This design comes from an exercise in tuning for small area and a short achievable clock period on the open sky130 flow, not from production work.
The RTL was checked by simulation tests, not by an equivalence proof against the original design.
No activity file was given, so power comes from the tool's default toggle rates.

## try-umber
Design alu8_top, start of the top module:
module alu8_top(
    input            clk,
    input      [7:0] regA,
    input      [7:0] regB,
    input      [4:0] opcode,
    input      [7:0] flagsIn,
    output reg [7:0] res,
    output reg [7:0] flagsOut
);
    reg [7:0] regA_q, regB_q, flagsIn_q;
    reg [4:0] opcode_q;
    wire [7:0] res_d, flagsOut_d;
    alu8 u_alu(
        .regA(regA_q),
        .regB(regB_q),
        .opcode(opcode_q),
        .flagsIn(flagsIn_q),
        .res(res_d),
        .flagsOut(flagsOut_d)
    );
    always @(posedge clk) begin
        regA_q    <= regA;
        regB_q    <= regB;
        opcode_q  <= opcode;
        flagsIn_q <= flagsIn;
        res       <= res_d;
        flagsOut  <= flagsOut_d;
    end
endmodule
clock: 6.0 ns
lec_check: 0
cap_margin: 20
core_margin: 2
core_utilization: 40
setup_slack_margin: 3.6
slew_margin: 20
standard.sh (not shown) runs the stock make flow with config.mk's settings and CLKGATE_MAP_FILE= SYNTH_SCRIPT=/design/flow/synth_recipe.tcl, a recipe that flattens the netlist after the stock synthesis.
==> flow/flow/run.sh <==
#!/bin/bash
# Own layout flow: the standard ORFS flow (standard.sh), with
#  - adder-cell extraction (ADDER_MAP_FILE) off, so ABC maps all logic,
#  - ABC run with flow/abc.script instead of ORFS's abc_speed/abc_area,
#  - port buffers of a chosen cell, and CTS without dummy loads.
# Each tool's output goes to its own log under orfs/logs; make's output
# goes to flow_make.log.
set -o pipefail
HERE=$(pwd)
source "$HERE/flow/settings.sh"
# ORFS synth.tcl with only the ABC script changed
sed "s#log_cmd abc {\*}\$abc_args#log_cmd abc -script $HERE/flow/abc.script {*}[lrange \$abc_args 2 end]#" \
    "$FLOW_HOME/scripts/synth.tcl" > "$HERE/synth_mod.tcl"
grep -q "flow/abc.script" "$HERE/synth_mod.tcl" || { echo "synth.tcl patch failed"; exit 1; }
# The standard flow's synthesis script, sourcing the patched synth.tcl
sed "s#\$::env(SCRIPTS_DIR)/synth.tcl#$HERE/synth_mod.tcl#" synth_recipe.tcl > "$HERE/my_synth.tcl"
grep -q "synth_mod.tcl" "$HERE/my_synth.tcl" || { echo "synth_recipe.tcl patch failed"; exit 1; }
bash standard.sh SYNTH_SCRIPT="$HERE/my_synth.tcl" ADDER_MAP_FILE= \
    "BUFFER_PORTS_ARGS=$BUFFER_PORTS_ARGS" "CTS_ARGS=$CTS_ARGS" $EXTRA finish > flow_make.log 2>&1
==> flow/flow/abc.script <==
strash
dch
map -B 0.9
topo
==> flow/flow/settings.sh <==
BUFFER_PORTS_ARGS="-buffer_cell sky130_fd_sc_hd__buf_1"
CTS_ARGS="-sink_clustering_enable -repair_clock_nets -dont_use_dummy_load"
EXTRA=""
For try-onyx, these inputs were changed with respect to try-umber:
Settings: PLACE_DENSITY newly set to 0.9.
==> flow/flow/abc.script <==
strash
dch
map -B 0.9
topo
stime -c
buffer -c
upsize -c
dnsize -c
--- outcome ---
Of try-onyx and try-umber, try-onyx shows the lower met3 track utilization from global routing, with try-umber above it. The post-synthesis xor/xnor area fraction on try-onyx is in line with that on try-umber. try-onyx against try-umber; total wire length after detailed routing is down by a few percent. Looking at final standard cell area without fillers across both flows, try-onyx is the stronger of the two, with try-umber trailing. Summary — share of the synthesized area in compound gates (AO/OA/AOI/OAI), try-onyx relative to try-umber: lower, by 0.72 points.
Relative to try-onyx, the following input files were edited for try-tundra:
Settings: setting ABC_AREA to 1 for the first time; removing PLACE_DENSITY (formerly 0.9).
==> flow/run.sh (new file) <==
#!/bin/bash
# synth_recipe.tcl (not shown) runs the flow's synth.tcl, then flattens the netlist and writes it again
# the make line also repeats each setting of config.mk as NAME=value (left out here)
make -C /OpenROAD-flow-scripts/flow DESIGN_CONFIG=/design/flow/config.mk WORK_HOME=/design/flow/orfs CLKGATE_MAP_FILE= SYNTH_SCRIPT=/design/flow/synth_recipe.tcl finish
removed: flow/flow/run.sh
removed: flow/flow/abc.script
removed: flow/flow/settings.sh
removed: flow/standard.sh
## What came out
Post-route met1 wirelength came out higher on try-tundra than on try-onyx. On standard-cell row count: between try-onyx and try-tundra, it ends up higher for try-tundra. Comparing try-onyx and try-tundra, power share of the clock group is lower on try-onyx.
Inputs modified between try-tundra and try-harbor:
Settings: ABC_AREA no longer set, was 1.
==> flow/flow/run.sh (new file) <==
#!/bin/bash
# Own layout flow: the standard ORFS flow (standard.sh), with
#  - adder-cell extraction (ADDER_MAP_FILE) off, so ABC maps all logic,
#  - ABC run with flow/abc.script instead of ORFS's abc_speed/abc_area,
#  - port buffers of a chosen cell, and CTS without dummy loads.
# Each tool's output goes to its own log under orfs/logs; make's output
# goes to flow_make.log.
set -o pipefail
HERE=$(pwd)
source "$HERE/flow/settings.sh"
# ORFS synth.tcl with only the ABC script changed
sed "s#log_cmd abc {\*}\$abc_args#log_cmd abc -script $HERE/flow/abc.script {*}[lrange \$abc_args 2 end]#" \
    "$FLOW_HOME/scripts/synth.tcl" > "$HERE/synth_mod.tcl"
grep -q "flow/abc.script" "$HERE/synth_mod.tcl" || { echo "synth.tcl patch failed"; exit 1; }
# The standard flow's synthesis script, sourcing the patched synth.tcl
sed "s#\$::env(SCRIPTS_DIR)/synth.tcl#$HERE/synth_mod.tcl#" synth_recipe.tcl > "$HERE/my_synth.tcl"
grep -q "synth_mod.tcl" "$HERE/my_synth.tcl" || { echo "synth_recipe.tcl patch failed"; exit 1; }
bash standard.sh SYNTH_SCRIPT="$HERE/my_synth.tcl" ADDER_MAP_FILE= \
    "BUFFER_PORTS_ARGS=$BUFFER_PORTS_ARGS" "CTS_ARGS=$CTS_ARGS" $EXTRA finish > flow_make.log 2>&1
==> flow/flow/abc.script (new file) <==
strash
&get -n
&deepsyn -J 200
&put
dch
map -B 0.9
topo
stime -c
buffer -c
upsize -c
dnsize -c
==> flow/flow/settings.sh (new file) <==
BUFFER_PORTS_ARGS="-buffer_cell sky130_fd_sc_hd__buf_1"
CTS_ARGS="-sink_clustering_enable -repair_clock_nets -dont_use_dummy_load"
EXTRA=""
==> flow/standard.sh (new file) <==
#!/bin/bash
# synth_recipe.tcl (not shown) runs the flow's synth.tcl, then flattens the netlist and writes it again
# the make line also repeats each setting of config.mk as NAME=value (left out here)
make -C /OpenROAD-flow-scripts/flow DESIGN_CONFIG=/design/flow/config.mk WORK_HOME=/design/flow/orfs CLKGATE_MAP_FILE= SYNTH_SCRIPT=/design/flow/synth_recipe.tcl "${@:-finish}"
removed: flow/run.sh
Findings:
Share of total power in the clock network for try-harbor: 3.4 points down relative to try-tundra. Combined area of the multi-input logic cells in try-harbor is about 19% below try-tundra. Compare try-harbor and try-tundra | critical path depth higher: try-harbor. The detailed-route via count of try-harbor was superior to that of try-tundra. The slowest stage cell on the critical path comes out sky130_fd_sc_hd__fa_2 in one run and sky130_fd_sc_hd__dfxtp_4 in the other, namely in try-tundra and try-harbor respectively. Routed wire in try-harbor totals less than in try-tundra. Measured against each other, try-harbor and try-tundra differ in post-synthesis instance area, the lower figure coming from try-harbor. The highest clock frequency the design can meet in try-harbor is 1.14 times that in try-tundra. Of try-harbor and try-tundra, it is try-harbor that has the lower global-route usage. | highest cell delay on the worst timing path | higher: try-tundra |.
Edits applied to the flow inputs when going from try-harbor to try-pepper:
Settings: SETUP_SLACK_MARGIN: 3.6 -> 3.3.
--- a/flow/flow/abc.script
+++ b/flow/flow/abc.script
@@ -2,3 +1,0 @@
-&get -n
-&deepsyn -J 200
-&put
No run among try-pepper and try-harbor stopped early or left any final violation; all are clean.
Summary of the comparison: switching power of the nets is lower in try-pepper, relative to try-harbor.
Going from try-harbor to try-pepper, footprint of the multi-input gates now sits higher; count of cells along the worst hold path now sits lower; transition time of the tightest slew-check pin now sits lower; layout overhead on the synthesized area now sits lower.

port drivers added, routing unchanged:
In the flow no input, the clock included, has a driving cell. The finished layouts below were timed again as built, in two steps. Step 1 sets driving cells, clkbuf_16 on the clock port and buf_2 on the other inputs (assumed; they add their load-dependent delay and slew). Step 2 adds t to the input delays and takes it off the output delays; t is the mean of the earliest and latest rising clock arrival at the registers after step 1. Input paths then give back, and output paths get back, about the clock's delay inside the block. Three values: ideal, step 1, step 2; two values: the first two.
| run | shift t [ns] | setup WS [ns] | latest minus earliest clock arrival (ns) | cell pins on the clock port's net |
|---|---|---|---|---|
| try-umber | 0.318 | 3.750 / 3.750 / 3.750 | 0.015 / 0.015 | 1 |
| try-onyx | 0.312 | 3.799 / 3.799 / 3.799 | 0.018 / 0.018 | 1 |
| try-tundra | 0.319 | 3.141 / 3.141 / 3.141 | 0.006 / 0.006 | 1 |
| try-harbor | 0.314 | 3.489 / 3.489 / 3.489 | 0.011 / 0.011 | 1 |
| try-pepper | 0.312 | 3.731 / 3.731 / 3.731 | 0.002 / 0.002 | 1 |
After both steps every run listed still meets setup and hold.
